What follows belongs to an exercise in optimizing a design on an open flow for small area; a production flow would make more cautious choices. In this exercise RTL edits were held to simulation tests only and were not proved equivalent to the original. Power figures rest on the tool's default switching activity, not on a simulated workload.

## xenon
==> flow/design.v (excerpt) <==
module agc_core(
    input wire clk,
    input wire rst,
    input wire BLKUPL_n,
    input wire BMGXM,
    input wire BMGXP,
    input wire BMGYM,
    input wire BMGYP,
    input wire BMGZM,
    input wire BMGZP,
    input wire CAURST,
    input wire CDUFAL,
    input wire CDUXM,
    input wire CDUXP,
    input wire CDUYM,
    input wire CDUYP,
    input wire CDUZM,
    input wire CDUZP,
    input wire CTLSAT,
    input wire DBLTST,
    input wire DKBSNC,
    input wire DKEND,
    input wire DKSTRT,
    input wire DOSCAL,
    input wire FLTOUT,
    input wire FREFUN,
    input wire GATEX_n,
    input wire GATEY_n,
    input wire GATEZ_n,
    input wire GCAPCL,
    input wire GUIREL,
    input wire HOLFUN,
    input wire IMUCAG,
    input wire IMUFAL,
    input wire IMUOPR,
    input wire IN3008,
    input wire IN3212,
    input wire IN3213,
    input wire IN3214,
    input wire IN3216,
    input wire IN3301,
    input wire ISSTOR,
    input wire LEMATT,
    input wire LFTOFF,
    input wire LRIN0,
    input wire LRIN1,
    input wire LRRLSC,
    input wire LVDAGD,
    input wire MAINRS,
    input wire MAMU,
    input wire MANmP,
    input wire MANmR,
    input wire MANmY,
    input wire MANpP,
    input wire MANpR,
    input wire MANpY,
    input wire MARK,
    input wire MDT01,
    input wire MDT02,
    input wire MDT03,
    input wire MDT04,
    input wire MDT05,
    input wire MDT06,
    input wire MDT07,
    input wire MDT08,
    input wire MDT09,
    input wire MDT10,
    input wire MDT11,
    input wire MDT12,
    input wire MDT13,
    input wire MDT14,
    input wire MDT15,
    input wire MDT16,
    input wire MKEY1,
    input wire MKEY2,
    input wire MKEY3,
    input wire MKEY4,
    input wire MKEY5,
    input wire MLDCH,
    input wire MLOAD,
    input wire MNHNC,
    input wire MNHRPT,
    input wire MNHSBF,
    input wire MNIMmP,
    input wire MNIMmR,
    input wire MNIMmY,
    input wire MNIMpP,
    input wire MNIMpR,
    input wire MNIMpY,
    input wire MONPAR,
    input wire MONWBK,
    input wire MRDCH,
    input wire MREAD,
    input wire MRKREJ,
    input wire MRKRST,
    input wire MSTP,
  ...
clock: 10.0 ns
lec_check: 0
cap_margin: 20
core_margin: 2
core_utilization: 45
cts_buf_list: sky130_fd_sc_hd__clkbuf_4
slew_margin: 20
run.sh (not shown) runs the stock make flow with config.mk's settings and CLKGATE_MAP_FILE= SYNTH_SCRIPT=/design/flow/synth_recipe.tcl, a recipe that flattens the netlist after the stock synthesis.
xenon reached the final stage; the timing, DRC and antenna checks on its layout passed.
Setup changes, xenon to nickel
- swapping sky130_fd_sc_hd__clkbuf_4 for sky130_fd_sc_hd__clkbuf_8 in CTS_BUF_LIST
- putting CTS_CLUSTER_DIAMETER at 50 where nothing was set
- putting CTS_CLUSTER_SIZE at 14 where nothing was set
Findings:
In nickel the share of cell area taken by flip-flops and latches turned out 3.5 points higher than in xenon. Delta (nickel minus xenon): wire length dropped 14000 um; global-route wire length before repair dropped about 3.2%; ratio of cells with drive above 1 in the final layout dropped 10 points; slack of the worst reg-to-reg path dropped 20 ps.

--- another note on this design; it stands on its own ---

==> inputs of 12-17 <==
Design agc_core, start of the top module:
module agc_core(
    input wire clk,
    input wire rst,
    input wire BLKUPL_n,
    input wire BMGXM,
    input wire BMGXP,
    input wire BMGYM,
    input wire BMGYP,
    input wire BMGZM,
    input wire BMGZP,
    input wire CAURST,
    input wire CDUFAL,
    input wire CDUXM,
    input wire CDUXP,
    input wire CDUYM,
    input wire CDUYP,
    input wire CDUZM,
    input wire CDUZP,
    input wire CTLSAT,
    input wire DBLTST,
    input wire DKBSNC,
    input wire DKEND,
    input wire DKSTRT,
    input wire DOSCAL,
    input wire FLTOUT,
    input wire FREFUN,
    input wire GATEX_n,
    input wire GATEY_n,
    input wire GATEZ_n,
    input wire GCAPCL,
    input wire GUIREL,
    input wire HOLFUN,
    input wire IMUCAG,
    input wire IMUFAL,
    input wire IMUOPR,
    input wire IN3008,
    input wire IN3212,
    input wire IN3213,
    input wire IN3214,
    input wire IN3216,
    input wire IN3301,
    input wire ISSTOR,
    input wire LEMATT,
    input wire LFTOFF,
    input wire LRIN0,
    input wire LRIN1,
    input wire LRRLSC,
    input wire LVDAGD,
    input wire MAINRS,
    input wire MAMU,
    input wire MANmP,
    input wire MANmR,
    input wire MANmY,
    input wire MANpP,
    input wire MANpR,
    input wire MANpY,
    input wire MARK,
    input wire MDT01,
    input wire MDT02,
    input wire MDT03,
  ...
==> flow/config.mk <==
export PLATFORM = sky130hd
export DESIGN_NAME = agc_core
export DESIGN_NICKNAME = agc_core
export VERILOG_FILES = /design/flow/design.v
export SDC_FILE = /design/flow/constraint.sdc
export NUM_CORES = 8
export LEC_CHECK = 0
export ABC_AREA = 1
export CAP_MARGIN = 20
export CORE_MARGIN = 2
export CORE_UTILIZATION = 45
export SLEW_MARGIN = 20
==> flow/constraint.sdc <==
create_clock -name core_clock -period 10.0 [get_ports {clk}]
set_input_delay 2.0000 -clock core_clock [delete_from_list [all_inputs] [get_ports {clk}]]
set_output_delay 2.0000 -clock core_clock [all_outputs]
set_load 0.01 [all_outputs]
standard.sh (not shown) runs the stock make flow with config.mk's settings and CLKGATE_MAP_FILE= SYNTH_SCRIPT=/design/flow/synth_recipe.tcl, a recipe that flattens the netlist after the stock synthesis.
==> flow/flow/run.sh <==
#!/bin/bash
# Own layout flow: the standard flow (standard.sh, unchanged synthesis),
# with two placement/CTS arguments changed:
#  - port buffers use the smallest buffer (buf_1) instead of the default pick;
#  - clock tree synthesis without dummy loads, with the clustering settings below.
# Every tool's output goes to flow.log here; ORFS keeps its per-step logs in orfs/logs.
set -euo pipefail
cd "$(dirname "$0")/.."
CTS="-sink_clustering_enable -repair_clock_nets -dont_use_dummy_load"
CTS="$CTS -buf_list sky130_fd_sc_hd__clkbuf_8 -sink_clustering_size 14 -sink_clustering_max_diameter 50"
bash standard.sh "CTS_ARGS=$CTS" "BUFFER_PORTS_ARGS=-buffer_cell sky130_fd_sc_hd__buf_1" finish > flow.log 2>&1
==> 12-06 (differences from 12-17) <==
Settings changed: ABC_AREA 1 to not set.
==> summary.md <==
| Metric | Value |
|---|---|
| Synthesized cell area | 0.214 mm² |
| Status | finished clean |
| Post-route insts no fill | 23827 |
| Power in sequential cells | 34.8 mW |
| Power density cells | 228 mW/mm² |
| Worst-case hold path end point | U15024_A_p |
| Half-perimeter wire length of the detailed placement result | 383 mm |
| Comb pwr | 2.38 mW |
| Capturing point of the worst reg2reg path | U11052_B_y |
| Count of multi-input combinational gates | 6294 |
| Sequential cell area in the final layout | 0.162 mm² |
# the run above: 12-06

==> summary.md <==
| Metric | Value |
|---|---|
| Sequential cell area in the final layout | 0.162 mm² |
| Num ports | 364 |
| Power density cells | 226 mW/mm² |
| Post-route insts no fill | 25753 |
| Half-perimeter wire length of the detailed placement result | 383 mm |
| Synthesized cell area | 0.216 mm² |
| Status | finished clean |
| Capturing point of the worst reg2reg path | U13048_A_y |
| Comb pwr | 2.61 mW |
| Global-route wire length before repair | 800 mm |
| Power in sequential cells | 34.6 mW |
# the run above: 12-17

re-timing with driven ports:
No port has a modelled driver above. Below, the same layouts with a new extraction and two added sets of constraints.
Step 1 assumes that a clkbuf_16 drives the clock port and a buf_2 every other input.
Step 2 also shifts input and output timing later by t, the mid clock arrival at the registers, as if the neighbouring blocks saw the same clock.
a / b / c = ideal ports / drivers / drivers and shift; a / b = the first two.
run | shift t [ns] | setup WS [ns] | cell pins on the clock port's net
xenon | 1.844 | 3.866 / 3.760 / 4.109 | 1
nickel | 1.411 | 3.979 / 3.945 / 3.945 | 1
12-17 | 1.349 | 4.838 / 4.713 / 4.681 | 1
12-06 | 1.363 | 4.506 / 4.388 / 4.729 | 1
After both steps setup and hold are still met in every run listed. The setup slack of 12-17, which loses most, moves by -0.125 ns with the drivers and by -0.157 ns with both steps.
